What follows belongs to an exercise in optimizing a design on an open flow for small area; a production flow would make more cautious choices.
The RTL was checked by simulation tests, not by an equivalence proof against the original design.
The flow treats the clock pin as an ideal source, which a real chip does not have.

## flow/design.v

```verilog
module cordic_dds (clk, phase_i, sin_o, cos_o, err_o);
   input         clk;
   input  [15:0] phase_i;
   output [16:0] sin_o, cos_o, err_o;
   reg [1:0] q [0:14];
   always @(posedge clk) q[0] <= phase_i[15:14];
   genvar g;
   generate for (g = 1; g < 15; g = g + 1) begin : qp
      always @(posedge clk) q[g] <= q[g-1];
   end endgenerate
   reg [13:0] z0;
   always @(posedge clk) z0 <= phase_i[13:0];
   reg [13:0] u1; reg sd1;
   reg [12:0] u2; reg sd2;
   reg [11:0] u3; reg sd3;
   reg [10:0] u4; reg sd4;
   reg [9:0] u5; reg sd5;
   reg [8:0] u6; reg sd6;
   reg [7:0] u7; reg sd7;
   reg [6:0] u8; reg sd8;
   reg [5:0] u9; reg sd9;
   reg [4:0] u10; reg sd10;
   reg [3:0] u11; reg sd11;
   reg [2:0] u12; reg sd12;
   reg [2:0] u13; reg sd13;
   reg [1:0] u14; reg sd14;
   wire [14:0] v0 = {1'b0, z0} - 15'd8189;
   always @(posedge clk) begin u1 <= v0[13:0] ^ {14{v0[14]}}; sd1 <= v0[14] ^ q[0][0]; end
   wire [14:0] v1 = {1'd0, u1} - 15'd4834;
   always @(posedge clk) begin u2 <= v1[12:0] ^ {13{v1[14]}}; sd2 <= sd1 ^ v1[14]; end
   wire [13:0] v2 = {1'd0, u2} - 14'd2554;
   always @(posedge clk) begin u3 <= v2[11:0] ^ {12{v2[13]}}; sd3 <= sd2 ^ v2[13]; end
   wire [12:0] v3 = {1'd0, u3} - 13'd1296;
   always @(posedge clk) begin u4 <= v3[10:0] ^ {11{v3[12]}}; sd4 <= sd3 ^ v3[12]; end
   wire [11:0] v4 = {1'd0, u4} - 12'd650;
   always @(posedge clk) begin u5 <= v4[9:0] ^ {10{v4[11]}}; sd5 <= sd4 ^ v4[11]; end
   wire [10:0] v5 = {1'd0, u5} - 11'd325;
   always @(posedge clk) begin u6 <= v5[8:0] ^ {9{v5[10]}}; sd6 <= sd5 ^ v5[10]; end
   wire [9:0] v6 = {1'd0, u6} - 10'd162;
   always @(posedge clk) begin u7 <= v6[7:0] ^ {8{v6[9]}}; sd7 <= sd6 ^ v6[9]; end
   wire [8:0] v7 = {1'd0, u7} - 9'd81;
   always @(posedge clk) begin u8 <= v7[6:0] ^ {7{v7[8]}}; sd8 <= sd7 ^ v7[8]; end
   wire [7:0] v8 = {1'd0, u8} - 8'd40;
   always @(posedge clk) begin u9 <= v8[5:0] ^ {6{v8[7]}}; sd9 <= sd8 ^ v8[7]; end
   wire [6:0] v9 = {1'd0, u9} - 7'd20;
   always @(posedge clk) begin u10 <= v9[4:0] ^ {5{v9[6]}}; sd10 <= sd9 ^ v9[6]; end
   wire [5:0] v10 = {1'd0, u10} - 6'd10;
   always @(posedge clk) begin u11 <= v10[3:0] ^ {4{v10[5]}}; sd11 <= sd10 ^ v10[5]; end
   wire [4:0] v11 = {1'd0, u11} - 5'd5;
   always @(posedge clk) begin u12 <= v11[2:0] ^ {3{v11[4]}}; sd12 <= sd11 ^ v11[4]; end
   wire [3:0] v12 = {1'd0, u12} - 4'd2;
   always @(posedge clk) begin u13 <= v12[2:0] ^ {3{v12[3]}}; sd13 <= sd12 ^ v12[3]; end
   wire [3:0] v13 = {1'd0, u13} - 4'd1;
   always @(posedge clk) begin u14 <= v13[1:0] ^ {2{v13[3]}}; sd14 <= sd13 ^ v13[3]; end
   wire zsg = sd14 ^ q[14][0];
   wire [2:0] z14 = {zsg, u14 ^ {2{zsg}}};
   assign err_o = {{14{z14[2]}}, z14};
   reg d1_2; always @(posedge clk) d1_2 <= sd1;
   reg d1_3; always @(posedge clk) d1_3 <= d1_2;
   reg d1_4; always @(posedge clk) d1_4 <= d1_3;
   reg d1_5; always @(posedge clk) d1_5 <= d1_4;
   reg d1_6; always @(posedge clk) d1_6 <= d1_5;
   reg d1_7; always @(posedge clk) d1_7 <= d1_6;
   reg d1_8; always @(posedge clk) d1_8 <= d1_7;
   reg d1_9; always @(posedge clk) d1_9 <= d1_8;
   reg d1_10; always @(posedge clk) d1_10 <= d1_9;
   reg d1_11; always @(posedge clk) d1_11 <= d1_10;
   reg d2_3; always @(posedge clk) d2_3 <= sd2;
   reg d2_4; always @(posedge clk) d2_4 <= d2_3;
   reg d2_5; always @(posedge clk) d2_5 <= d2_4;
   reg d2_6; always @(posedge clk) d2_6 <= d2_5;
   reg d2_7; always @(posedge clk) d2_7 <= d2_6;
   reg d2_8; always @(posedge clk) d2_8 <= d2_7;
   reg d2_9; always @(posedge clk) d2_9 <= d2_8;
   reg d2_10; always @(posedge clk) d2_10 <= d2_9;
   reg d2_11; always @(posedge clk) d2_11 <= d2_10;
   reg d3_4; always @(posedge clk) d3_4 <= sd3;
   reg d3_5; always @(posedge clk) d3_5 <= d3_4;
   reg d3_6; always @(posedge clk) d3_6 <= d3_5;
   reg d3_7; always @(posedge clk) d3_7 <= d3_6;
   reg d3_8; always @(posedge clk) d3_8 <= d3_7;
   reg d3_9; always @(posedge clk) d3_9 <= d3_8;
   reg d3_10; always @(posedge clk) d3_10 <= d3_9;
   reg d3_11; always @(posedge clk) d3_11 <= d3_10;
   reg d4_5; always @(posedge clk) d4_5 <= sd4;
   reg d4_6; always @(posedge clk) d4_6 <= d4_5;
   reg d4_7; always @(posedge clk) d4_7 <= d4_6;
   reg d4_8; always @(posedge clk) d4_8 <= d4_7;
   reg d4_9; always @(posedge clk) d4_9 <= d4_8;
   reg d4_10; always @(posedge clk) d4_10 <= d4_9;
   reg d4_11; always @(posedge clk) d4_11 <= d4_10;
   reg d5_6; always @(posedge clk) d5_6 <= sd5;
   reg d5_7; always @(posedge clk) d5_7 <= d5_6;
   reg d5_8; always @(posedge clk) d5_8 <= d5_7;
   reg d5_9; always @(posedge clk) d5_9 <= d5_8;
   reg d5_10; always @(posedge clk) d5_10 <= d5_9;
   reg d5_11; always @(posedge clk) d5_11 <= d5_10;
   reg d6_7; always @(posedge clk) d6_7 <= sd6;
   reg d6_8; always @(posedge clk) d6_8 <= d6_7;
   reg d6_9; always @(posedge clk) d6_9 <= d6_8;
   reg d6_10; always @(posedge clk) d6_10 <= d6_9;
   reg d6_11; always @(posedge clk) d6_11 <= d6_10;
   reg d7_8; always @(posedge clk) d7_8 <= sd7;
   reg d7_9; always @(posedge clk) d7_9 <= d7_8;
   reg d7_10; always @(posedge clk) d7_10 <= d7_9;
   reg d7_11; always @(posedge clk) d7_11 <= d7_10;
   reg d8_9; always @(posedge clk) d8_9 <= sd8;
   reg d8_10; always @(posedge clk) d8_10 <= d8_9;
   reg d8_11; always @(posedge clk) d8_11 <= d8_10;
   reg d8_12; always @(posedge clk) d8_12 <= d8_11;
   reg d9_10; always @(posedge clk) d9_10 <= sd9;
   reg d9_11; always @(posedge clk) d9_11 <= d9_10;
   reg d9_12; always @(posedge clk) d9_12 <= d9_11;
   reg d10_11; always @(posedge clk) d10_11 <= sd10;
   reg d10_12; always @(posedge clk) d10_12 <= d10_11;
   reg d10_13; always @(posedge clk) d10_13 <= d10_12;
   reg d11_12; always @(posedge clk) d11_12 <= sd11;
   reg d11_13; always @(posedge clk) d11_13 <= d11_12;
   reg d12_13; always @(posedge clk) d12_13 <= sd12;
   reg d12_14; always @(posedge clk) d12_14 <= d12_13;
   reg d13_14; always @(posedge clk) d13_14 <= sd13;
   wire [6:0] tsel = {d7_11, d6_11, d5_11, d4_11, d3_11, d2_11, d1_11};
   wire hf = tsel[0];
   wire [5:0] hsel = tsel[6:1] ^ {6{hf}};
   wire [15:0] hx, hy;
   wire [63:0] hx_t0 = 64'b0110000111101101101011100010110001100001111011011010111000101100;
   assign hx[0] = hx_t0[hsel];
   wire [63:0] hx_t1 = 64'b1000100010010010110110000110101011010111001010010100100000010000;
   assign hx[1] = hx_t1[hsel];
   wire [63:0] hx_t2 = 64'b0011101110111101000100101100010010010001100000101110001101000000;
   assign hx[2] = hx_t2[hsel];
   wire [63:0] hx_t3 = 64'b1110110100000010110011101111111000100001100101111101000011010011;
   assign hx[3] = hx_t3[hsel];
   wire [63:0] hx_t4 = 64'b0000010010001101110000111110010000100010110011010000110110100000;
   assign hx[4] = hx_t4[hsel];
   wire [63:0] hx_t5 = 64'b0011001101011101110111110111110011110101010101110001011100110010;
   assign hx[5] = hx_t5[hsel];
   wire [63:0] hx_t6 = 64'b0011101111011001000100011111001000011001111110011111001110010110;
   assign hx[6] = hx_t6[hsel];
   wire [63:0] hx_t7 = 64'b1011111110010111101111011001011000010101000111110011010101111110;
   assign hx[7] = hx_t7[hsel];
   wire [63:0] hx_t8 = 64'b0010001000100000100010001010100110001000101000000000000000101001;
   assign hx[8] = hx_t8[hsel];
   wire [63:0] hx_t9 = 64'b0010000010001010000000101000101011111101011101010111010111110101;
   assign hx[9] = hx_t9[hsel];
   wire [63:0] hx_t10 = 64'b1000001010100010010111010101110101011111110101110010100000101000;
   assign hx[10] = hx_t10[hsel];
   wire [63:0] hx_t11 = 64'b1101010100101010100010000111011110001000011111111010100001010111;
   assign hx[11] = hx_t11[hsel];
   wire [63:0] hx_t12 = 64'b1000111110100101100001111111000010000111111100001010011111110000;
   assign hx[12] = hx_t12[hsel];
   wire [63:0] hx_t13 = 64'b0100001101100011010000110011001101000011001100110110001100110011;
   assign hx[13] = hx_t13[hsel];
   wire [63:0] hx_t14 = 64'b1010100110001001101010011001100110101001100110011000100110011001;
   assign hx[14] = hx_t14[hsel];
   wire [63:0] hx_t15 = 64'b0000000100000001000000010001000100000001000100010000000100010001;
   assign hx[15] = hx_t15[hsel];
   wire [63:0] hy_t0 = 64'b1110110010100100010001101100110111101100101001000100011011001101;
   assign hy[0] = hy_t0[hsel];
   wire [63:0] hy_t1 = 64'b1101101101100100111000001101010001001100011110111101110110100010;
   assign hy[1] = hy_t1[hsel];
   wire [63:0] hy_t2 = 64'b1010010101001111101010010111000011000011000101000111111011110010;
   assign hy[2] = hy_t2[hsel];
   wire [63:0] hy_t3 = 64'b1010011110001011001110100010010011100111000100011110111010101100;
   assign hy[3] = hy_t3[hsel];
   wire [63:0] hy_t4 = 64'b0111011001001011000011101011010110010100011100110001011111101000;
   assign hy[4] = hy_t4[hsel];
   wire [63:0] hy_t5 = 64'b1011000000000110000110101001101001000111101101101001101011111000;
   assign hy[5] = hy_t5[hsel];
   wire [63:0] hy_t6 = 64'b1010100101000100110101000111110010010110111110110101101110011011;
   assign hy[6] = hy_t6[hsel];
   wire [63:0] hy_t7 = 64'b0101010101100100011110111101001110111111000100111011110010010100;
   assign hy[7] = hy_t7[hsel];
   wire [63:0] hy_t8 = 64'b0101110101000011100110110001010010110101101111100111000111111110;
   assign hy[8] = hy_t8[hsel];
   wire [63:0] hy_t9 = 64'b0001100111000111111101010011110101010001100101110111111100111101;
   assign hy[9] = hy_t9[hsel];
   wire [63:0] hy_t10 = 64'b0011011110000111001111110101010100111111110101111011111101010101;
   assign hy[10] = hy_t10[hsel];
   wire [63:0] hy_t11 = 64'b1111010111001101111101010101111111110101110111011111010101011111;
   assign hy[11] = hy_t11[hsel];
   wire [63:0] hy_t12 = 64'b1101011111100111110101110111011111010111111101111101011101110111;
   assign hy[12] = hy_t12[hsel];
   wire [63:0] hy_t13 = 64'b0111111101101111011111111111111101111111011111110111111111111111;
   assign hy[13] = hy_t13[hsel];
   wire [63:0] hy_t14 = 64'b1111111111101111111111111111111111111111111111111111111111111111;
   assign hy[14] = hy_t14[hsel];
   wire [63:0] hy_t15 = 64'b0000000000010000000000000000000000000000000000000000000000000000;
   assign hy[15] = hy_t15[hsel];
   wire [15:0] tx = hf ? hy : hx;
   wire [15:0] ty = hf ? hx : hy;
   reg [15:0] xr12, yr12;
   always @(posedge clk) begin xr12 <= tx; yr12 <= ty; end
   wire cN = q[14][1] ^ q[14][0];
   wire sN = q[14][1];
   wire [16:0] X8 = {1'b0, xr12};
   wire [16:0] Y8 = {1'b0, yr12};
   wire dg8 = d8_12;
   wire [8:0] g8_wy0 = Y8[16:8], g8_wx0 = X8[16:8];
   wire [10:0] g8_xl1_c = {{2'b00, X8[7:0]}, 1'b1} + {{{1{g8_wy0[8]}}, g8_wy0} ^ {10{~dg8}}, ~dg8};
   wire [9:0] g8_xl1 = g8_xl1_c[10:1];
   wire [10:0] g8_yl1_c = {{2'b00, Y8[7:0]}, 1'b1} + {{{1{g8_wx0[8]}}, g8_wx0} ^ {10{dg8}}, dg8};
   wire [9:0] g8_yl1 = g8_yl1_c[10:1];
   wire [8:0] g8_xh1_h = X8[16:8];
   wire [1:0] g8_xh1_c = g8_xl1[9:8];
   wire g8_xh1_i = g8_xh1_c[0] & ~g8_xh1_c[1], g8_xh1_d = g8_xh1_c[1];
   wire [8:0] g8_xh1_p1, g8_xh1_p0;
   assign g8_xh1_p1[0] = 1'b1; assign g8_xh1_p0[0] = 1'b1;
   assign g8_xh1_p1[1] = g8_xh1_p1[0] & g8_xh1_h[0]; assign g8_xh1_p0[1] = g8_xh1_p0[0] & ~g8_xh1_h[0];
   assign g8_xh1_p1[2] = g8_xh1_p1[1] & g8_xh1_h[1]; assign g8_xh1_p0[2] = g8_xh1_p0[1] & ~g8_xh1_h[1];
   assign g8_xh1_p1[3] = g8_xh1_p1[2] & g8_xh1_h[2]; assign g8_xh1_p0[3] = g8_xh1_p0[2] & ~g8_xh1_h[2];
   assign g8_xh1_p1[4] = g8_xh1_p1[3] & g8_xh1_h[3]; assign g8_xh1_p0[4] = g8_xh1_p0[3] & ~g8_xh1_h[3];
   assign g8_xh1_p1[5] = g8_xh1_p1[4] & g8_xh1_h[4]; assign g8_xh1_p0[5] = g8_xh1_p0[4] & ~g8_xh1_h[4];
   assign g8_xh1_p1[6] = g8_xh1_p1[5] & g8_xh1_h[5]; assign g8_xh1_p0[6] = g8_xh1_p0[5] & ~g8_xh1_h[5];
   assign g8_xh1_p1[7] = g8_xh1_p1[6] & g8_xh1_h[6]; assign g8_xh1_p0[7] = g8_xh1_p0[6] & ~g8_xh1_h[6];
   assign g8_xh1_p1[8] = g8_xh1_p1[7] & g8_xh1_h[7]; assign g8_xh1_p0[8] = g8_xh1_p0[7] & ~g8_xh1_h[7];
   wire [8:0] g8_xh1 = g8_xh1_h ^ (({9{g8_xh1_i}} & g8_xh1_p1) | ({9{g8_xh1_d}} & g8_xh1_p0));
   wire [8:0] g8_yh1_h = Y8[16:8];
   wire [1:0] g8_yh1_c = g8_yl1[9:8];
   wire g8_yh1_i = g8_yh1_c[0] & ~g8_yh1_c[1], g8_yh1_d = g8_yh1_c[1];
   wire [8:0] g8_yh1_p1, g8_yh1_p0;
   assign g8_yh1_p1[0] = 1'b1; assign g8_yh1_p0[0] = 1'b1;
   assign g8_yh1_p1[1] = g8_yh1_p1[0] & g8_yh1_h[0]; assign g8_yh1_p0[1] = g8_yh1_p0[0] & ~g8_yh1_h[0];
   assign g8_yh1_p1[2] = g8_yh1_p1[1] & g8_yh1_h[1]; assign g8_yh1_p0[2] = g8_yh1_p0[1] & ~g8_yh1_h[1];
   assign g8_yh1_p1[3] = g8_yh1_p1[2] & g8_yh1_h[2]; assign g8_yh1_p0[3] = g8_yh1_p0[2] & ~g8_yh1_h[2];
   assign g8_yh1_p1[4] = g8_yh1_p1[3] & g8_yh1_h[3]; assign g8_yh1_p0[4] = g8_yh1_p0[3] & ~g8_yh1_h[3];
   assign g8_yh1_p1[5] = g8_yh1_p1[4] & g8_yh1_h[4]; assign g8_yh1_p0[5] = g8_yh1_p0[4] & ~g8_yh1_h[4];
   assign g8_yh1_p1[6] = g8_yh1_p1[5] & g8_yh1_h[5]; assign g8_yh1_p0[6] = g8_yh1_p0[5] & ~g8_yh1_h[5];
   assign g8_yh1_p1[7] = g8_yh1_p1[6] & g8_yh1_h[6]; assign g8_yh1_p0[7] = g8_yh1_p0[6] & ~g8_yh1_h[6];
   assign g8_yh1_p1[8] = g8_yh1_p1[7] & g8_yh1_h[7]; assign g8_yh1_p0[8] = g8_yh1_p0[7] & ~g8_yh1_h[7];
   wire [8:0] g8_yh1 = g8_yh1_h ^ (({9{g8_yh1_i}} & g8_yh1_p1) | ({9{g8_yh1_d}} & g8_yh1_p0));
   wire [16:0] g8_x1 = {g8_xh1, g8_xl1[7:0]}, g8_y1 = {g8_yh1, g8_yl1[7:0]};
   wire dg9 = d9_12;
   wire [7:0] g8_wy1 = g8_y1[16:9], g8_wx1 = g8_x1[16:9];
   wire [10:0] g8_xl2_c = {g8_xl1, 1'b1} + {{{2{g8_wy1[7]}}, g8_wy1} ^ {10{~dg9}}, ~dg9};
   wire [9:0] g8_xl2 = g8_xl2_c[10:1];
   wire [10:0] g8_yl2_c = {g8_yl1, 1'b1} + {{{2{g8_wx1[7]}}, g8_wx1} ^ {10{dg9}}, dg9};
   wire [9:0] g8_yl2 = g8_yl2_c[10:1];
   wire [8:0] g8_xh2_h = X8[16:8];
   wire [1:0] g8_xh2_c = g8_xl2[9:8];
   wire g8_xh2_i = g8_xh2_c[0] & ~g8_xh2_c[1], g8_xh2_d = g8_xh2_c[1];
   wire [8:0] g8_xh2_p1, g8_xh2_p0;
   assign g8_xh2_p1[0] = 1'b1; assign g8_xh2_p0[0] = 1'b1;
   assign g8_xh2_p1[1] = g8_xh2_p1[0] & g8_xh2_h[0]; assign g8_xh2_p0[1] = g8_xh2_p0[0] & ~g8_xh2_h[0];
   assign g8_xh2_p1[2] = g8_xh2_p1[1] & g8_xh2_h[1]; assign g8_xh2_p0[2] = g8_xh2_p0[1] & ~g8_xh2_h[1];
   assign g8_xh2_p1[3] = g8_xh2_p1[2] & g8_xh2_h[2]; assign g8_xh2_p0[3] = g8_xh2_p0[2] & ~g8_xh2_h[2];
   assign g8_xh2_p1[4] = g8_xh2_p1[3] & g8_xh2_h[3]; assign g8_xh2_p0[4] = g8_xh2_p0[3] & ~g8_xh2_h[3];
   assign g8_xh2_p1[5] = g8_xh2_p1[4] & g8_xh2_h[4]; assign g8_xh2_p0[5] = g8_xh2_p0[4] & ~g8_xh2_h[4];
   assign g8_xh2_p1[6] = g8_xh2_p1[5] & g8_xh2_h[5]; assign g8_xh2_p0[6] = g8_xh2_p0[5] & ~g8_xh2_h[5];
   assign g8_xh2_p1[7] = g8_xh2_p1[6] & g8_xh2_h[6]; assign g8_xh2_p0[7] = g8_xh2_p0[6] & ~g8_xh2_h[6];
   assign g8_xh2_p1[8] = g8_xh2_p1[7] & g8_xh2_h[7]; assign g8_xh2_p0[8] = g8_xh2_p0[7] & ~g8_xh2_h[7];
   wire [8:0] g8_xh2 = g8_xh2_h ^ (({9{g8_xh2_i}} & g8_xh2_p1) | ({9{g8_xh2_d}} & g8_xh2_p0));
   wire [8:0] g8_yh2_h = Y8[16:8];
   wire [1:0] g8_yh2_c = g8_yl2[9:8];
   wire g8_yh2_i = g8_yh2_c[0] & ~g8_yh2_c[1], g8_yh2_d = g8_yh2_c[1];
   wire [8:0] g8_yh2_p1, g8_yh2_p0;
   assign g8_yh2_p1[0] = 1'b1; assign g8_yh2_p0[0] = 1'b1;
   assign g8_yh2_p1[1] = g8_yh2_p1[0] & g8_yh2_h[0]; assign g8_yh2_p0[1] = g8_yh2_p0[0] & ~g8_yh2_h[0];
   assign g8_yh2_p1[2] = g8_yh2_p1[1] & g8_yh2_h[1]; assign g8_yh2_p0[2] = g8_yh2_p0[1] & ~g8_yh2_h[1];
   assign g8_yh2_p1[3] = g8_yh2_p1[2] & g8_yh2_h[2]; assign g8_yh2_p0[3] = g8_yh2_p0[2] & ~g8_yh2_h[2];
   assign g8_yh2_p1[4] = g8_yh2_p1[3] & g8_yh2_h[3]; assign g8_yh2_p0[4] = g8_yh2_p0[3] & ~g8_yh2_h[3];
   assign g8_yh2_p1[5] = g8_yh2_p1[4] & g8_yh2_h[4]; assign g8_yh2_p0[5] = g8_yh2_p0[4] & ~g8_yh2_h[4];
   assign g8_yh2_p1[6] = g8_yh2_p1[5] & g8_yh2_h[5]; assign g8_yh2_p0[6] = g8_yh2_p0[5] & ~g8_yh2_h[5];
   assign g8_yh2_p1[7] = g8_yh2_p1[6] & g8_yh2_h[6]; assign g8_yh2_p0[7] = g8_yh2_p0[6] & ~g8_yh2_h[6];
   assign g8_yh2_p1[8] = g8_yh2_p1[7] & g8_yh2_h[7]; assign g8_yh2_p0[8] = g8_yh2_p0[7] & ~g8_yh2_h[7];
   wire [8:0] g8_yh2 = g8_yh2_h ^ (({9{g8_yh2_i}} & g8_yh2_p1) | ({9{g8_yh2_d}} & g8_yh2_p0));
   wire [16:0] g8_x2 = {g8_xh2, g8_xl2[7:0]}, g8_y2 = {g8_yh2, g8_yl2[7:0]};
   reg [15:0] xr13, yr13;
   always @(posedge clk) begin xr13 <= g8_x2[15:0]; yr13 <= g8_y2[15:0]; end
   wire [16:0] X10 = {1'b0, xr13};
   wire [16:0] Y10 = {1'b0, yr13};
   wire dg10 = d10_13;
   wire [6:0] g10_wy0 = Y10[16:10], g10_wx0 = X10[16:10];
   wire [8:0] g10_xl1_c = {{2'b00, X10[5:0]}, 1'b1} + {{{1{g10_wy0[6]}}, g10_wy0} ^ {8{~dg10}}, ~dg10};
   wire [7:0] g10_xl1 = g10_xl1_c[8:1];
   wire [8:0] g10_yl1_c = {{2'b00, Y10[5:0]}, 1'b1} + {{{1{g10_wx0[6]}}, g10_wx0} ^ {8{dg10}}, dg10};
   wire [7:0] g10_yl1 = g10_yl1_c[8:1];
   wire [10:0] g10_xh1_h = X10[16:6];
   wire [1:0] g10_xh1_c = g10_xl1[7:6];
   wire g10_xh1_i = g10_xh1_c[0] & ~g10_xh1_c[1], g10_xh1_d = g10_xh1_c[1];
   wire [10:0] g10_xh1_p1, g10_xh1_p0;
   assign g10_xh1_p1[0] = 1'b1; assign g10_xh1_p0[0] = 1'b1;
   assign g10_xh1_p1[1] = g10_xh1_p1[0] & g10_xh1_h[0]; assign g10_xh1_p0[1] = g10_xh1_p0[0] & ~g10_xh1_h[0];
   assign g10_xh1_p1[2] = g10_xh1_p1[1] & g10_xh1_h[1]; assign g10_xh1_p0[2] = g10_xh1_p0[1] & ~g10_xh1_h[1];
   assign g10_xh1_p1[3] = g10_xh1_p1[2] & g10_xh1_h[2]; assign g10_xh1_p0[3] = g10_xh1_p0[2] & ~g10_xh1_h[2];
   assign g10_xh1_p1[4] = g10_xh1_p1[3] & g10_xh1_h[3]; assign g10_xh1_p0[4] = g10_xh1_p0[3] & ~g10_xh1_h[3];
   assign g10_xh1_p1[5] = g10_xh1_p1[4] & g10_xh1_h[4]; assign g10_xh1_p0[5] = g10_xh1_p0[4] & ~g10_xh1_h[4];
   assign g10_xh1_p1[6] = g10_xh1_p1[5] & g10_xh1_h[5]; assign g10_xh1_p0[6] = g10_xh1_p0[5] & ~g10_xh1_h[5];
   assign g10_xh1_p1[7] = g10_xh1_p1[6] & g10_xh1_h[6]; assign g10_xh1_p0[7] = g10_xh1_p0[6] & ~g10_xh1_h[6];
   assign g10_xh1_p1[8] = g10_xh1_p1[7] & g10_xh1_h[7]; assign g10_xh1_p0[8] = g10_xh1_p0[7] & ~g10_xh1_h[7];
   assign g10_xh1_p1[9] = g10_xh1_p1[8] & g10_xh1_h[8]; assign g10_xh1_p0[9] = g10_xh1_p0[8] & ~g10_xh1_h[8];
   assign g10_xh1_p1[10] = g10_xh1_p1[9] & g10_xh1_h[9]; assign g10_xh1_p0[10] = g10_xh1_p0[9] & ~g10_xh1_h[9];
   wire [10:0] g10_xh1 = g10_xh1_h ^ (({11{g10_xh1_i}} & g10_xh1_p1) | ({11{g10_xh1_d}} & g10_xh1_p0));
   wire [10:0] g10_yh1_h = Y10[16:6];
   wire [1:0] g10_yh1_c = g10_yl1[7:6];
   wire g10_yh1_i = g10_yh1_c[0] & ~g10_yh1_c[1], g10_yh1_d = g10_yh1_c[1];
   wire [10:0] g10_yh1_p1, g10_yh1_p0;
   assign g10_yh1_p1[0] = 1'b1; assign g10_yh1_p0[0] = 1'b1;
   assign g10_yh1_p1[1] = g10_yh1_p1[0] & g10_yh1_h[0]; assign g10_yh1_p0[1] = g10_yh1_p0[0] & ~g10_yh1_h[0];
   assign g10_yh1_p1[2] = g10_yh1_p1[1] & g10_yh1_h[1]; assign g10_yh1_p0[2] = g10_yh1_p0[1] & ~g10_yh1_h[1];
   assign g10_yh1_p1[3] = g10_yh1_p1[2] & g10_yh1_h[2]; assign g10_yh1_p0[3] = g10_yh1_p0[2] & ~g10_yh1_h[2];
   assign g10_yh1_p1[4] = g10_yh1_p1[3] & g10_yh1_h[3]; assign g10_yh1_p0[4] = g10_yh1_p0[3] & ~g10_yh1_h[3];
   assign g10_yh1_p1[5] = g10_yh1_p1[4] & g10_yh1_h[4]; assign g10_yh1_p0[5] = g10_yh1_p0[4] & ~g10_yh1_h[4];
   assign g10_yh1_p1[6] = g10_yh1_p1[5] & g10_yh1_h[5]; assign g10_yh1_p0[6] = g10_yh1_p0[5] & ~g10_yh1_h[5];
   assign g10_yh1_p1[7] = g10_yh1_p1[6] & g10_yh1_h[6]; assign g10_yh1_p0[7] = g10_yh1_p0[6] & ~g10_yh1_h[6];
   assign g10_yh1_p1[8] = g10_yh1_p1[7] & g10_yh1_h[7]; assign g10_yh1_p0[8] = g10_yh1_p0[7] & ~g10_yh1_h[7];
   assign g10_yh1_p1[9] = g10_yh1_p1[8] & g10_yh1_h[8]; assign g10_yh1_p0[9] = g10_yh1_p0[8] & ~g10_yh1_h[8];
   assign g10_yh1_p1[10] = g10_yh1_p1[9] & g10_yh1_h[9]; assign g10_yh1_p0[10] = g10_yh1_p0[9] & ~g10_yh1_h[9];
   wire [10:0] g10_yh1 = g10_yh1_h ^ (({11{g10_yh1_i}} & g10_yh1_p1) | ({11{g10_yh1_d}} & g10_yh1_p0));
   wire [16:0] g10_x1 = {g10_xh1, g10_xl1[5:0]}, g10_y1 = {g10_yh1, g10_yl1[5:0]};
   wire dg11 = d11_13;
   wire [5:0] g10_wy1 = g10_y1[16:11], g10_wx1 = g10_x1[16:11];
   wire [8:0] g10_xl2_c = {g10_xl1, 1'b1} + {{{2{g10_wy1[5]}}, g10_wy1} ^ {8{~dg11}}, ~dg11};
   wire [7:0] g10_xl2 = g10_xl2_c[8:1];
   wire [8:0] g10_yl2_c = {g10_yl1, 1'b1} + {{{2{g10_wx1[5]}}, g10_wx1} ^ {8{dg11}}, dg11};
   wire [7:0] g10_yl2 = g10_yl2_c[8:1];
   wire [10:0] g10_xh2_h = X10[16:6];
   wire [1:0] g10_xh2_c = g10_xl2[7:6];
   wire g10_xh2_i = g10_xh2_c[0] & ~g10_xh2_c[1], g10_xh2_d = g10_xh2_c[1];
   wire [10:0] g10_xh2_p1, g10_xh2_p0;
   assign g10_xh2_p1[0] = 1'b1; assign g10_xh2_p0[0] = 1'b1;
   assign g10_xh2_p1[1] = g10_xh2_p1[0] & g10_xh2_h[0]; assign g10_xh2_p0[1] = g10_xh2_p0[0] & ~g10_xh2_h[0];
   assign g10_xh2_p1[2] = g10_xh2_p1[1] & g10_xh2_h[1]; assign g10_xh2_p0[2] = g10_xh2_p0[1] & ~g10_xh2_h[1];
   assign g10_xh2_p1[3] = g10_xh2_p1[2] & g10_xh2_h[2]; assign g10_xh2_p0[3] = g10_xh2_p0[2] & ~g10_xh2_h[2];
   assign g10_xh2_p1[4] = g10_xh2_p1[3] & g10_xh2_h[3]; assign g10_xh2_p0[4] = g10_xh2_p0[3] & ~g10_xh2_h[3];
   assign g10_xh2_p1[5] = g10_xh2_p1[4] & g10_xh2_h[4]; assign g10_xh2_p0[5] = g10_xh2_p0[4] & ~g10_xh2_h[4];
   assign g10_xh2_p1[6] = g10_xh2_p1[5] & g10_xh2_h[5]; assign g10_xh2_p0[6] = g10_xh2_p0[5] & ~g10_xh2_h[5];
   assign g10_xh2_p1[7] = g10_xh2_p1[6] & g10_xh2_h[6]; assign g10_xh2_p0[7] = g10_xh2_p0[6] & ~g10_xh2_h[6];
   assign g10_xh2_p1[8] = g10_xh2_p1[7] & g10_xh2_h[7]; assign g10_xh2_p0[8] = g10_xh2_p0[7] & ~g10_xh2_h[7];
   assign g10_xh2_p1[9] = g10_xh2_p1[8] & g10_xh2_h[8]; assign g10_xh2_p0[9] = g10_xh2_p0[8] & ~g10_xh2_h[8];
   assign g10_xh2_p1[10] = g10_xh2_p1[9] & g10_xh2_h[9]; assign g10_xh2_p0[10] = g10_xh2_p0[9] & ~g10_xh2_h[9];
   wire [10:0] g10_xh2 = g10_xh2_h ^ (({11{g10_xh2_i}} & g10_xh2_p1) | ({11{g10_xh2_d}} & g10_xh2_p0));
   wire [10:0] g10_yh2_h = Y10[16:6];
   wire [1:0] g10_yh2_c = g10_yl2[7:6];
   wire g10_yh2_i = g10_yh2_c[0] & ~g10_yh2_c[1], g10_yh2_d = g10_yh2_c[1];
   wire [10:0] g10_yh2_p1, g10_yh2_p0;
   assign g10_yh2_p1[0] = 1'b1; assign g10_yh2_p0[0] = 1'b1;
   assign g10_yh2_p1[1] = g10_yh2_p1[0] & g10_yh2_h[0]; assign g10_yh2_p0[1] = g10_yh2_p0[0] & ~g10_yh2_h[0];
   assign g10_yh2_p1[2] = g10_yh2_p1[1] & g10_yh2_h[1]; assign g10_yh2_p0[2] = g10_yh2_p0[1] & ~g10_yh2_h[1];
   assign g10_yh2_p1[3] = g10_yh2_p1[2] & g10_yh2_h[2]; assign g10_yh2_p0[3] = g10_yh2_p0[2] & ~g10_yh2_h[2];
   assign g10_yh2_p1[4] = g10_yh2_p1[3] & g10_yh2_h[3]; assign g10_yh2_p0[4] = g10_yh2_p0[3] & ~g10_yh2_h[3];
   assign g10_yh2_p1[5] = g10_yh2_p1[4] & g10_yh2_h[4]; assign g10_yh2_p0[5] = g10_yh2_p0[4] & ~g10_yh2_h[4];
   assign g10_yh2_p1[6] = g10_yh2_p1[5] & g10_yh2_h[5]; assign g10_yh2_p0[6] = g10_yh2_p0[5] & ~g10_yh2_h[5];
   assign g10_yh2_p1[7] = g10_yh2_p1[6] & g10_yh2_h[6]; assign g10_yh2_p0[7] = g10_yh2_p0[6] & ~g10_yh2_h[6];
   assign g10_yh2_p1[8] = g10_yh2_p1[7] & g10_yh2_h[7]; assign g10_yh2_p0[8] = g10_yh2_p0[7] & ~g10_yh2_h[7];
   assign g10_yh2_p1[9] = g10_yh2_p1[8] & g10_yh2_h[8]; assign g10_yh2_p0[9] = g10_yh2_p0[8] & ~g10_yh2_h[8];
   assign g10_yh2_p1[10] = g10_yh2_p1[9] & g10_yh2_h[9]; assign g10_yh2_p0[10] = g10_yh2_p0[9] & ~g10_yh2_h[9];
   wire [10:0] g10_yh2 = g10_yh2_h ^ (({11{g10_yh2_i}} & g10_yh2_p1) | ({11{g10_yh2_d}} & g10_yh2_p0));
   wire [16:0] g10_x2 = {g10_xh2, g10_xl2[5:0]}, g10_y2 = {g10_yh2, g10_yl2[5:0]};
   reg [15:0] xr14, yr14;
   always @(posedge clk) begin xr14 <= g10_x2[15:0]; yr14 <= g10_y2[15:0]; end
   wire [16:0] X12 = {(xr14[15] & xr14[14]), xr14};
   wire [16:0] Y12 = {(yr14[15] & yr14[14]), yr14};
   wire dg12 = d12_14;
   wire [4:0] g12_wy0 = Y12[16:12], g12_wx0 = X12[16:12];
   wire [6:0] g12_xl1_c = {{2'b00, X12[3:0]}, 1'b1} + {{{1{g12_wy0[4]}}, g12_wy0} ^ {6{~dg12}}, ~dg12};
   wire [5:0] g12_xl1 = g12_xl1_c[6:1];
   wire [6:0] g12_yl1_c = {{2'b00, Y12[3:0]}, 1'b1} + {{{1{g12_wx0[4]}}, g12_wx0} ^ {6{dg12}}, dg12};
   wire [5:0] g12_yl1 = g12_yl1_c[6:1];
   wire [12:0] g12_xh1_h = X12[16:4];
   wire [1:0] g12_xh1_c = g12_xl1[5:4];
   wire g12_xh1_i = g12_xh1_c[0] & ~g12_xh1_c[1], g12_xh1_d = g12_xh1_c[1];
   wire [12:0] g12_xh1_p1, g12_xh1_p0;
   assign g12_xh1_p1[0] = 1'b1; assign g12_xh1_p0[0] = 1'b1;
   assign g12_xh1_p1[1] = g12_xh1_p1[0] & g12_xh1_h[0]; assign g12_xh1_p0[1] = g12_xh1_p0[0] & ~g12_xh1_h[0];
   assign g12_xh1_p1[2] = g12_xh1_p1[1] & g12_xh1_h[1]; assign g12_xh1_p0[2] = g12_xh1_p0[1] & ~g12_xh1_h[1];
   assign g12_xh1_p1[3] = g12_xh1_p1[2] & g12_xh1_h[2]; assign g12_xh1_p0[3] = g12_xh1_p0[2] & ~g12_xh1_h[2];
   assign g12_xh1_p1[4] = g12_xh1_p1[3] & g12_xh1_h[3]; assign g12_xh1_p0[4] = g12_xh1_p0[3] & ~g12_xh1_h[3];
   assign g12_xh1_p1[5] = g12_xh1_p1[4] & g12_xh1_h[4]; assign g12_xh1_p0[5] = g12_xh1_p0[4] & ~g12_xh1_h[4];
   assign g12_xh1_p1[6] = g12_xh1_p1[5] & g12_xh1_h[5]; assign g12_xh1_p0[6] = g12_xh1_p0[5] & ~g12_xh1_h[5];
   assign g12_xh1_p1[7] = g12_xh1_p1[6] & g12_xh1_h[6]; assign g12_xh1_p0[7] = g12_xh1_p0[6] & ~g12_xh1_h[6];
   assign g12_xh1_p1[8] = g12_xh1_p1[7] & g12_xh1_h[7]; assign g12_xh1_p0[8] = g12_xh1_p0[7] & ~g12_xh1_h[7];
   assign g12_xh1_p1[9] = g12_xh1_p1[8] & g12_xh1_h[8]; assign g12_xh1_p0[9] = g12_xh1_p0[8] & ~g12_xh1_h[8];
   assign g12_xh1_p1[10] = g12_xh1_p1[9] & g12_xh1_h[9]; assign g12_xh1_p0[10] = g12_xh1_p0[9] & ~g12_xh1_h[9];
   assign g12_xh1_p1[11] = g12_xh1_p1[10] & g12_xh1_h[10]; assign g12_xh1_p0[11] = g12_xh1_p0[10] & ~g12_xh1_h[10];
   assign g12_xh1_p1[12] = g12_xh1_p1[11] & g12_xh1_h[11]; assign g12_xh1_p0[12] = g12_xh1_p0[11] & ~g12_xh1_h[11];
   wire [12:0] g12_xh1 = g12_xh1_h ^ (({13{g12_xh1_i}} & g12_xh1_p1) | ({13{g12_xh1_d}} & g12_xh1_p0));
   wire [12:0] g12_yh1_h = Y12[16:4];
   wire [1:0] g12_yh1_c = g12_yl1[5:4];
   wire g12_yh1_i = g12_yh1_c[0] & ~g12_yh1_c[1], g12_yh1_d = g12_yh1_c[1];
   wire [12:0] g12_yh1_p1, g12_yh1_p0;
   assign g12_yh1_p1[0] = 1'b1; assign g12_yh1_p0[0] = 1'b1;
   assign g12_yh1_p1[1] = g12_yh1_p1[0] & g12_yh1_h[0]; assign g12_yh1_p0[1] = g12_yh1_p0[0] & ~g12_yh1_h[0];
   assign g12_yh1_p1[2] = g12_yh1_p1[1] & g12_yh1_h[1]; assign g12_yh1_p0[2] = g12_yh1_p0[1] & ~g12_yh1_h[1];
   assign g12_yh1_p1[3] = g12_yh1_p1[2] & g12_yh1_h[2]; assign g12_yh1_p0[3] = g12_yh1_p0[2] & ~g12_yh1_h[2];
   assign g12_yh1_p1[4] = g12_yh1_p1[3] & g12_yh1_h[3]; assign g12_yh1_p0[4] = g12_yh1_p0[3] & ~g12_yh1_h[3];
   assign g12_yh1_p1[5] = g12_yh1_p1[4] & g12_yh1_h[4]; assign g12_yh1_p0[5] = g12_yh1_p0[4] & ~g12_yh1_h[4];
   assign g12_yh1_p1[6] = g12_yh1_p1[5] & g12_yh1_h[5]; assign g12_yh1_p0[6] = g12_yh1_p0[5] & ~g12_yh1_h[5];
   assign g12_yh1_p1[7] = g12_yh1_p1[6] & g12_yh1_h[6]; assign g12_yh1_p0[7] = g12_yh1_p0[6] & ~g12_yh1_h[6];
   assign g12_yh1_p1[8] = g12_yh1_p1[7] & g12_yh1_h[7]; assign g12_yh1_p0[8] = g12_yh1_p0[7] & ~g12_yh1_h[7];
   assign g12_yh1_p1[9] = g12_yh1_p1[8] & g12_yh1_h[8]; assign g12_yh1_p0[9] = g12_yh1_p0[8] & ~g12_yh1_h[8];
   assign g12_yh1_p1[10] = g12_yh1_p1[9] & g12_yh1_h[9]; assign g12_yh1_p0[10] = g12_yh1_p0[9] & ~g12_yh1_h[9];
   assign g12_yh1_p1[11] = g12_yh1_p1[10] & g12_yh1_h[10]; assign g12_yh1_p0[11] = g12_yh1_p0[10] & ~g12_yh1_h[10];
   assign g12_yh1_p1[12] = g12_yh1_p1[11] & g12_yh1_h[11]; assign g12_yh1_p0[12] = g12_yh1_p0[11] & ~g12_yh1_h[11];
   wire [12:0] g12_yh1 = g12_yh1_h ^ (({13{g12_yh1_i}} & g12_yh1_p1) | ({13{g12_yh1_d}} & g12_yh1_p0));
   wire [16:0] g12_x1 = {g12_xh1, g12_xl1[3:0]}, g12_y1 = {g12_yh1, g12_yl1[3:0]};
   wire dg13 = d13_14;
   wire [3:0] g12_wy1 = g12_y1[16:13], g12_wx1 = g12_x1[16:13];
   wire [5:0] g12_xm = g12_xl1 - {5'd0, cN};
   wire [5:0] g12_ym = g12_yl1 - {5'd0, sN};
   wire [6:0] g12_xl2_c = {g12_xm, 1'b1} + {{{2{g12_wy1[3]}}, g12_wy1} ^ {6{~dg13}}, ~dg13};
   wire [5:0] g12_xl2 = g12_xl2_c[6:1];
   wire [6:0] g12_yl2_c = {g12_ym, 1'b1} + {{{2{g12_wx1[3]}}, g12_wx1} ^ {6{dg13}}, dg13};
   wire [5:0] g12_yl2 = g12_yl2_c[6:1];
   wire [12:0] g12_xh2_h = X12[16:4];
   wire [1:0] g12_xh2_c = g12_xl2[5:4];
   wire g12_xh2_i = g12_xh2_c[0] & ~g12_xh2_c[1], g12_xh2_d = g12_xh2_c[1];
   wire [12:0] g12_xh2_p1, g12_xh2_p0;
   assign g12_xh2_p1[0] = 1'b1; assign g12_xh2_p0[0] = 1'b1;
   assign g12_xh2_p1[1] = g12_xh2_p1[0] & g12_xh2_h[0]; assign g12_xh2_p0[1] = g12_xh2_p0[0] & ~g12_xh2_h[0];
   assign g12_xh2_p1[2] = g12_xh2_p1[1] & g12_xh2_h[1]; assign g12_xh2_p0[2] = g12_xh2_p0[1] & ~g12_xh2_h[1];
   assign g12_xh2_p1[3] = g12_xh2_p1[2] & g12_xh2_h[2]; assign g12_xh2_p0[3] = g12_xh2_p0[2] & ~g12_xh2_h[2];
   assign g12_xh2_p1[4] = g12_xh2_p1[3] & g12_xh2_h[3]; assign g12_xh2_p0[4] = g12_xh2_p0[3] & ~g12_xh2_h[3];
   assign g12_xh2_p1[5] = g12_xh2_p1[4] & g12_xh2_h[4]; assign g12_xh2_p0[5] = g12_xh2_p0[4] & ~g12_xh2_h[4];
   assign g12_xh2_p1[6] = g12_xh2_p1[5] & g12_xh2_h[5]; assign g12_xh2_p0[6] = g12_xh2_p0[5] & ~g12_xh2_h[5];
   assign g12_xh2_p1[7] = g12_xh2_p1[6] & g12_xh2_h[6]; assign g12_xh2_p0[7] = g12_xh2_p0[6] & ~g12_xh2_h[6];
   assign g12_xh2_p1[8] = g12_xh2_p1[7] & g12_xh2_h[7]; assign g12_xh2_p0[8] = g12_xh2_p0[7] & ~g12_xh2_h[7];
   assign g12_xh2_p1[9] = g12_xh2_p1[8] & g12_xh2_h[8]; assign g12_xh2_p0[9] = g12_xh2_p0[8] & ~g12_xh2_h[8];
   assign g12_xh2_p1[10] = g12_xh2_p1[9] & g12_xh2_h[9]; assign g12_xh2_p0[10] = g12_xh2_p0[9] & ~g12_xh2_h[9];
   assign g12_xh2_p1[11] = g12_xh2_p1[10] & g12_xh2_h[10]; assign g12_xh2_p0[11] = g12_xh2_p0[10] & ~g12_xh2_h[10];
   assign g12_xh2_p1[12] = g12_xh2_p1[11] & g12_xh2_h[11]; assign g12_xh2_p0[12] = g12_xh2_p0[11] & ~g12_xh2_h[11];
   wire [12:0] g12_xh2 = g12_xh2_h ^ (({13{g12_xh2_i}} & g12_xh2_p1) | ({13{g12_xh2_d}} & g12_xh2_p0));
   wire [12:0] g12_yh2_h = Y12[16:4];
   wire [1:0] g12_yh2_c = g12_yl2[5:4];
   wire g12_yh2_i = g12_yh2_c[0] & ~g12_yh2_c[1], g12_yh2_d = g12_yh2_c[1];
   wire [12:0] g12_yh2_p1, g12_yh2_p0;
   assign g12_yh2_p1[0] = 1'b1; assign g12_yh2_p0[0] = 1'b1;
   assign g12_yh2_p1[1] = g12_yh2_p1[0] & g12_yh2_h[0]; assign g12_yh2_p0[1] = g12_yh2_p0[0] & ~g12_yh2_h[0];
   assign g12_yh2_p1[2] = g12_yh2_p1[1] & g12_yh2_h[1]; assign g12_yh2_p0[2] = g12_yh2_p0[1] & ~g12_yh2_h[1];
   assign g12_yh2_p1[3] = g12_yh2_p1[2] & g12_yh2_h[2]; assign g12_yh2_p0[3] = g12_yh2_p0[2] & ~g12_yh2_h[2];
   assign g12_yh2_p1[4] = g12_yh2_p1[3] & g12_yh2_h[3]; assign g12_yh2_p0[4] = g12_yh2_p0[3] & ~g12_yh2_h[3];
   assign g12_yh2_p1[5] = g12_yh2_p1[4] & g12_yh2_h[4]; assign g12_yh2_p0[5] = g12_yh2_p0[4] & ~g12_yh2_h[4];
   assign g12_yh2_p1[6] = g12_yh2_p1[5] & g12_yh2_h[5]; assign g12_yh2_p0[6] = g12_yh2_p0[5] & ~g12_yh2_h[5];
   assign g12_yh2_p1[7] = g12_yh2_p1[6] & g12_yh2_h[6]; assign g12_yh2_p0[7] = g12_yh2_p0[6] & ~g12_yh2_h[6];
   assign g12_yh2_p1[8] = g12_yh2_p1[7] & g12_yh2_h[7]; assign g12_yh2_p0[8] = g12_yh2_p0[7] & ~g12_yh2_h[7];
   assign g12_yh2_p1[9] = g12_yh2_p1[8] & g12_yh2_h[8]; assign g12_yh2_p0[9] = g12_yh2_p0[8] & ~g12_yh2_h[8];
   assign g12_yh2_p1[10] = g12_yh2_p1[9] & g12_yh2_h[9]; assign g12_yh2_p0[10] = g12_yh2_p0[9] & ~g12_yh2_h[9];
   assign g12_yh2_p1[11] = g12_yh2_p1[10] & g12_yh2_h[10]; assign g12_yh2_p0[11] = g12_yh2_p0[10] & ~g12_yh2_h[10];
   assign g12_yh2_p1[12] = g12_yh2_p1[11] & g12_yh2_h[11]; assign g12_yh2_p0[12] = g12_yh2_p0[11] & ~g12_yh2_h[11];
   wire [12:0] g12_yh2 = g12_yh2_h ^ (({13{g12_yh2_i}} & g12_yh2_p1) | ({13{g12_yh2_d}} & g12_yh2_p0));
   wire [16:0] g12_x2 = {g12_xh2, g12_xl2[3:0]}, g12_y2 = {g12_yh2, g12_yl2[3:0]};
   reg [16:0] cos_r, sin_r;
   always @(posedge clk) begin
      cos_r <= {17{cN}} ^ g12_x2;
      sin_r <= {17{sN}} ^ g12_y2;
   end
   assign cos_o = cos_r;
   assign sin_o = sin_r;
endmodule
```

## flow/flow/run.sh

```bash
#!/bin/bash
# Own layout flow: the standard flow (standard synthesis unchanged), with
#  - the port buffers made from sky130_fd_sc_hd__buf_1 cells,
#  - clock tree options passed to clock_tree_synthesis,
#  - power recovery (cell down-sizing on paths with slack) after global routing.
# Each make run writes its full output to a log of its own in the work folder;
# ORFS's per-step logs are under orfs/logs/.
set -euo pipefail
cd "$(dirname "$0")/.."
source flow/knobs.sh
bash standard.sh finish \
  "BUFFER_PORTS_ARGS=$PORT_BUF_ARGS" \
  "CTS_ARGS=$CTS_ARGS" \
  "RECOVER_POWER=$RECOVER" > flow_standard.log 2>&1
```

## flow/flow/knobs.sh

```bash
PORT_BUF_ARGS="-buffer_cell sky130_fd_sc_hd__buf_1"
CTS_ARGS="-sink_clustering_enable -repair_clock_nets -dont_use_dummy_load -buf_list sky130_fd_sc_hd__clkbuf_16 -sink_clustering_size 30 -sink_clustering_max_diameter 150"
RECOVER=0
```

## flow/standard.sh

```bash
#!/bin/bash
# synth_recipe.tcl (not shown) runs the flow's synth.tcl, then flattens the netlist and writes it again
# the make line also repeats each setting of config.mk as NAME=value (left out here)
make -C /OpenROAD-flow-scripts/flow DESIGN_CONFIG=/design/flow/config.mk WORK_HOME=/design/flow/orfs CLKGATE_MAP_FILE= SYNTH_SCRIPT=/design/flow/synth_recipe.tcl "${@:-finish}"
```

## flow/config.mk

```make
export PLATFORM = sky130hd
export DESIGN_NAME = cordic_dds
export DESIGN_NICKNAME = cordic_dds
export VERILOG_FILES = /design/flow/design.v
export SDC_FILE = /design/flow/constraint.sdc
export NUM_CORES = 4
export LEC_CHECK = 0
export ABC_AREA = 1
export ABC_CLOCK_PERIOD_IN_PS = 5000
export CAP_MARGIN = 20
export CORE_MARGIN = 2
export CORE_UTILIZATION = 40
export SLEW_MARGIN = 20
```

## flow/constraint.sdc

```tcl
create_clock -name core_clock -period 5.0 [get_ports {clk}]
set_input_delay 1.0000 -clock core_clock [delete_from_list [all_inputs] [get_ports {clk}]]
set_output_delay 1.0000 -clock core_clock [all_outputs]
set_load 0.01 [all_outputs]
```

==> results of run 1 <==
## per-stage QoR
step | worst slack (ns) | instance area [µm²] | hold slack, ns | std cells
detailed placement | 0.406 | 21900 | 0.312 | 3523
global placement | 0.515 | 21900 | 0.310 | 3523
floorplan | 0.409 | 20900 | 0.310 | 2814
global route | 0.0639 | 22200 | 0.327 | 3538
CTS | 0.345 | 22200 | 0.324 | 3538
finish | 0.405 | 22200 | 0.323 | 3538
## synth_stat cells (7+ instances only)
cell type and n:
nand3_1 178, nand3b_1 21, buf_1 12, nand2_2 21, buf_2 12, nor2_2 12
nand3_2 11, nor3_1 21, nand4_1 41, o221ai_1 11, clkbuf_1 32, o21ai_0 123
or2_2 12, nor2_1 173, a21oi_1 106, nand2_4 8, xnor2_1 146, nand2_1 683
o211ai_1 17, buf_4 20, a21o_1 10, inv_1 342, a211oi_1 7, a22oi_1 7
xor2_1 209, a31oi_1 9, ha_1 106, o22ai_1 14, dfxtp_1 359, inv_2 12
## state kept, by name (all words and copies together), names as in the netlist, 9 cells and up
register / count
q: 30
cos_r: 17
sin_r: 17
xr12: 16
xr13: 16
xr14: 16
yr12: 16
yr13: 16
yr14: 16
u1: 14
z0: 14
u2: 13
u3: 12
u4: 11
u5: 10
u6: 9
## layout make-up
class	count	share of cell area, %
Multi-Input combinational cell	2018	53.5
Tap cell	680	3.82
Clock buffer	15	1.69
Sequential cell	359	32.3
Inverter	357	6.02
Timing Repair Buffer	109	2.60
## layer usage
layer | part of all wire, % | vias to the layer above | global-route usage, %
met5 | 0 | - | 0
met3 | 4.1 | 122 | 1.89
met1 | 43 | 8099 | 22.6
met2 | 49 | 447 | 34.1
met4 | 4.1 | 0 | 7.05
li1 | - | 9082 | -
## path summary, 6_finish.rpt
check	cells after the start	slack (ns)	to
setup / recovery	25	0.40	yr13[9]$_DFF_P_
hold / removal	0	0.32	d10_13$_DFF_P_
setup reg to reg	25	0.40	yr13[9]$_DFF_P_
hold reg to reg	0	0.32	d10_13$_DFF_P_
## timing repair
action / 4_1_cts / 5_1_grt
resized for setup: 0 / 1
endpoints found under the hold margin: 0 / 0
buffers inserted: 0 / 0
setup endpoints to repair: 0 / 20
hold buffers: 0 / 0
## logic make-up (layout without fill, tap and decap cells)
logic type | count (synthesis) | after routing | share of synthesized area, %
compound gates | 353 | 353 | 10.0
xor+xnor | 356 | 356 | 15.0
fa+ha+maj | 106 | 106 | 6.36
buf+inv | 437 | 481 | 8.41
flops | 359 | 359 | 34.5
simple gates | 1203 | 1203 | 25.7
## critical path, stage by stage, from the launching register on
cell	delay, ns
dfxtp_1	0.37
buf_12	0.20
xnor2_1	0.15
ha_1	0.30
a21oi_1	0.19
o21ai_0	0.12
a21oi_1	0.19
nand3_2	0.25
inv_1	0.26
nand2_1	0.13
o22ai_1	0.16
xor2_1	0.16
inv_1	0.06
ha_1	0.34
a21o_1	0.20
nand3_1	0.07
o211a_1	0.18
o21ai_0	0.13
a21oi_1	0.18
nor2_1	0.06
nor2_1	0.13
xor2_1	0.16
buf_4	0.18
nand3_1	0.10
nand3_1	0.09
nand2_1	0.08
==> flow_metrics.py, run 1 <==
metrics = {
    "finish": {
        "antennaDiodeCount": 0,
        "area_growth_pct": 6.68,
        "multiInputGateArea_um2": 11900,
        "final_layout_size_suffix_gt1_share_pct": 5.56,
        "final-seq-area_um2": 7190,
        "final.fill_count": 5233,
        "final_common_cell": "nand2_1",
        "nets": 2983,
        "utilization_pct": 43.3,
        "final_cell_mix": "nand2_1, dfxtp_1, inv_1",
    },
    "drt": {
        "ant_nets": 0,
        "wl_per_cell_um": 14.5,
        "drtIter0Drc": 1134,
        "routed_wl_um": 51300,
        "drc": 0,
        "via_count": 17800,
        "first_pass_iters": 8,
        "vias_per_cell": 5.02,
    },
    "setup_path": {
        "required_ns": 5.41,
        "cp-end-kind": "flip-flop",
        "crit_path_max_fanout": 28,
        "timing.rr.start": "d8_12$_DFF_P_",
        "setup.worst_path.start": "d8_12$_DFF_P_",
        "critPathLaunchType": "flip-flop",
        "worstPathArrival_ns": 5.00,
        "crit_type": "flip-flop to flip-flop",
    },
    "placed_design": {
        "io_buffers": 67,
        "dp_hpwl_um": 40500,
        "gp_congestion": 0.951,
    },
    "clocking": {
        "clkSlewWorstSetupHoldPaths_ns": 0.12,
        "cts_sinks": 359,
        "clk_latency_ns": 0.53,
        "cts_tree": "done",
        "numCtsBuffers": 15,
    },
    "global_routing": {
        "grt_pass1_vias": 16900,
        "overflow": 0,
        "grt_first_pass_wirelength_um": 83400,
        "grt_max_degree": 42,
        "antenna_found_initial": 0,
        "grt_use_total_pct": 18.8,
    },
    "synthesis": {
        "synth-seq-cells": 359,
        "synth_area_leaders": "dfxtp_1, nand2_1, xor2_1",
        "syn-num-nets": 2937,
        "yosys.cell_types.count": 62,
        "avgSynthCellArea_um2": 7.41,
        "yosysWarnings": 2,
        "ys_seq_area_share_pct": 34.5,
        "synth_edf_count": 0,
        "syn_area_um2": 20900,
        "syn_inst": 2814,
        "synth_top_area_cell": "dfxtp_1",
        "postSynth.asyncResetShare_pct": 0,
        "synth_ff_type": "dfxtp_1",
        "synth_top_area_share_pct": 34.5,
    },
    "min_path": {
        "hold_start": "d10_12$_DFF_P_",
        "hold_class": "flip-flop to flip-flop",
    },
    "timing": {
        "setup_viol": 0,
        "drv_slew": 0,
        "clock_skew_ns": 0.0340,
        "period_needed_ns": 4.60,
        "worstMarginPinSlew_ns": 0.980,
        "finalHoldViolations": 0,
        "fmax_mhz": 218,
        "fin_setup_tns_ns": 0,
        "rsz0062_at_grt": "no",
        "fin_crit_sh_pct": 91.9,
        "maxSlewHeadroom_pct": 34.5,
    },
    "floorplan": {
        "die_area_um2": 54000,
        "core_area_um2": 51400,
        "std_cell_rows": 83,
        "dieWidth_um": 232,
        "die_h_um": 232,
        "io_pins": 68,
        "initial_core_util_pct": 40.6,
    },
    "status": {
        "outcome": "finished clean",
    },
    "run": {
        "cap_viol_max_count": 0,
    },
}
==> run 2: changes to the inputs <==
==> flow/run.sh (new file) <==
#!/bin/bash
# synth_recipe.tcl (not shown) runs the flow's synth.tcl, then flattens the netlist and writes it again
# the make line also repeats each setting of config.mk as NAME=value (left out here)
make -C /OpenROAD-flow-scripts/flow DESIGN_CONFIG=/design/flow/config.mk WORK_HOME=/design/flow/orfs CLKGATE_MAP_FILE= SYNTH_SCRIPT=/design/flow/synth_recipe.tcl finish
--- a/flow/config.mk
+++ b/flow/config.mk
@@ -10,4 +10,7 @@
 export CAP_MARGIN = 20
 export CORE_MARGIN = 2
 export CORE_UTILIZATION = 40
+export CTS_BUF_LIST = sky130_fd_sc_hd__clkbuf_16
+export CTS_CLUSTER_DIAMETER = 120
+export CTS_CLUSTER_SIZE = 25
 export SLEW_MARGIN = 20
removed: flow/flow/run.sh
removed: flow/flow/knobs.sh
removed: flow/standard.sh
==> flow_metrics.py, run 2 <==
metrics = {
    "setup_path": {
        "reg2reg_depth": 25,
        "critical_path_buf_inv_count": 4,
        "worstPathArrival_ns": 5.02,
        "required_ns": 5.44,
        "regToRegSetupSlack_ns": 0.42,
        "crit_path_top_delay_cell": "ha_1",
        "crit_type": "flip-flop to flip-flop",
        "critPathLaunchType": "flip-flop",
        "critical_path_depth": 25,
        "max_stage_delay_ns": 0.36,
        "cp-end-kind": "flip-flop",
        "crit_path_max_fanout": 28,
        "cpLargestDelayFamily": "compound AO/OA/AOI/OAI gates",
    },
    "run": {
        "cap_viol_max_count": 0,
    },
    "synthesis": {
        "postSynth.asyncResetShare_pct": 0,
        "syn-num-nets": 2937,
        "ys_seq_area_share_pct": 34.5,
        "synth_top_area_share_pct": 34.5,
        "synth_most_common_cell": "nand2_1",
        "yosysWarnings": 2,
        "avgSynthCellArea_um2": 7.41,
        "synth_edf_count": 0,
        "synth_area_leaders": "dfxtp_1, nand2_1, xor2_1",
        "synth_ff_type": "dfxtp_1",
        "synth_common_cells": "nand2_1, dfxtp_1, inv_1",
        "synth-seq-cells": 359,
        "syn_area_um2": 20900,
        "syn_inst": 2814,
        "yosys.cell_types.count": 62,
        "synth_top_area_cell": "dfxtp_1",
    },
    "placed_design": {
        "io_buffers": 67,
        "post-place-ws_ns": 0.442,
        "detailed_place.area_um2": 22300,
        "gp_congestion": 0.999,
        "dp_hpwl_um": 41300,
    },
    "timing": {
        "setup_viol": 0,
        "fin_crit_sh_pct": 91.5,
        "rsz0062_at_grt": "no",
        "finalHoldViolations": 0,
        "setup_ws_ns": 0.423,
        "fmax_mhz": 219,
        "fin_setup_tns_ns": 0,
        "clock_skew_ns": 0.0350,
        "drv_slew": 0,
        "worstMarginPinSlew_ns": 0.809,
        "period_needed_ns": 4.58,
        "maxSlewHeadroom_pct": 46.0,
    },
    "floorplan": {
        "die_area_um2": 54000,
        "dieWidth_um": 232,
        "die_h_um": 232,
        "initial_core_util_pct": 40.6,
        "std_cell_rows": 83,
        "core_area_um2": 51400,
        "io_pins": 68,
    },
    "finish": {
        "area_growth_pct": 9.85,
        "final_layout_size_suffix_gt1_share_pct": 5.99,
        "final_common_cell": "nand2_1",
        "nets": 2989,
        "largest_reg_flops": 30,
        "top_regs": "q (30), cos_r (17), sin_r (17)",
        "largest-register": "q",
        "final_cell_mix": "nand2_1, dfxtp_1, inv_1",
        "stdcell_area_um2": 22900,
        "antennaDiodeCount": 0,
        "final.fill_count": 5133,
    },
    "drt": {
        "wl_per_cell_um": 14.7,
        "via_count": 17800,
        "vias_per_cell": 5.01,
        "drtIter0Drc": 1097,
        "ant_nets": 0,
        "drc": 0,
        "routed_wl_um": 52300,
        "first_pass_iters": 6,
    },
    "global_routing": {
        "grt_pass1_vias": 17200,
        "grt_use_total_pct": 19.2,
        "grt_max_degree": 42,
        "grt_first_pass_wirelength_um": 85100,
        "overflow": 0,
        "antenna_found_initial": 0,
    },
    "clocking": {
        "cts-root-buf": "clkbuf_16",
        "cts_sinks": 359,
        "cts_tree": "done",
        "numCtsBuffers": 20,
        "clockBufferDepth": 3,
        "clk_latency_ns": 0.56,
        "htreeDepth": 1,
        "clkSlewWorstSetupHoldPaths_ns": 0.10,
        "ctsResizeCount": 0,
        "ctsHoldBuffers": 0,
        "post-cts-setup-buffer-count": 0,
    },
    "status": {
        "outcome": "finished clean",
    },
    "min_path": {
        "hold_class": "flip-flop to flip-flop",
        "hold_depth": 0,
    },
}
run 2: cell types whose count changed in the layout (fill, tap and decap cells not counted), moves of 2 or more:
cell / change
buf_1: -67
clkdlybuf4s50_1: +67
clkbuf_16: +5
buf_6: +2
inv_6: +2
run 2: final cells by class:
cell class	count	area [µm²]	area share (%)
multi-input cells	2018	11900	52.1
flip-flops and latches	359	7190	31.4
inverters	357	1340	5.85
repair buffers	110	1000	4.37
well taps	680	851	3.71
clock buffers	20	500	2.18
clock inverters	7	100	0.437
run 2: layer usage:
metal | wire, µm | share of wire (%) | vias up | GRT usage, %
met5 | 0 | 0 | - | 0
met4 | 2030 | 3.9 | 0 | 7.83
met3 | 2230 | 4.3 | 124 | 2.44
met2 | 25500 | 49 | 436 | 34.6
met1 | 22500 | 43 | 8121 | 23.0
li1 | - | - | 9111 | -
run 2: logic make-up (layout without fill, tap and decap cells):
family / after synthesis / after routing / synth area share, %
AOI/OAI and AO/OA: 353 / 353 / 10.0
buffers and inverters: 437 / 494 / 8.41
xor gates and xnor gates: 356 / 356 / 15.0
DFF: 359 / 359 / 34.5
adders and majority gates: 106 / 106 / 6.36
and+or+nand+nor: 1203 / 1203 / 25.7
run 2: final timing paths:
check | endpoint | from
setup reg to reg | yr13[10]$_DFF_P_ | d8_12$_DFF_P_
setup / recovery | yr13[10]$_DFF_P_ | d8_12$_DFF_P_
hold reg to reg | q[13][1]$_DFF_P_ | q[12][1]$_DFF_P_
hold / removal | q[13][1]$_DFF_P_ | q[12][1]$_DFF_P_
run 2: metrics by stage:
step	hold slack [ns]	instances	utilization (%)
detailed placement	0.312	3524	43.3
finish	0.321	3551	44.6
CTS	0.326	3551	44.5
global route	0.337	3551	44.6
global placement	0.310	3524	43.3
floorplan	0.310	2814	-

afterwards: timing with drivers on the ports:
The flow's constraints put no driver on any port. The routed layouts listed below were extracted and timed again, unchanged, in two steps.
Step 1 assumes that a clkbuf_16 drives the clock port and a buf_2 every other input.
Step 2 moves the port delays by t, midway between the first and last clock arrival at a register: inputs arrive t later, outputs are due t later. That takes back most of the time a late clock gives input paths.
Three values: ideal ports, drivers, drivers and shift; two values: the first two.
run | t (ns) | setup WS [ns] | slew at the worst register clock pin (ns) | worst data-port slew with drivers (ns) | pins driven straight from the clock port
run 1 | 0.567 | 0.405 / 0.405 / 0.405 | 0.12 / 0.12 | 0.04 | 1
run 2 | 0.598 | 0.423 / 0.423 / 0.423 | 0.10 / 0.10 | 0.04 | 1
After both steps setup and hold are still met in every run listed.
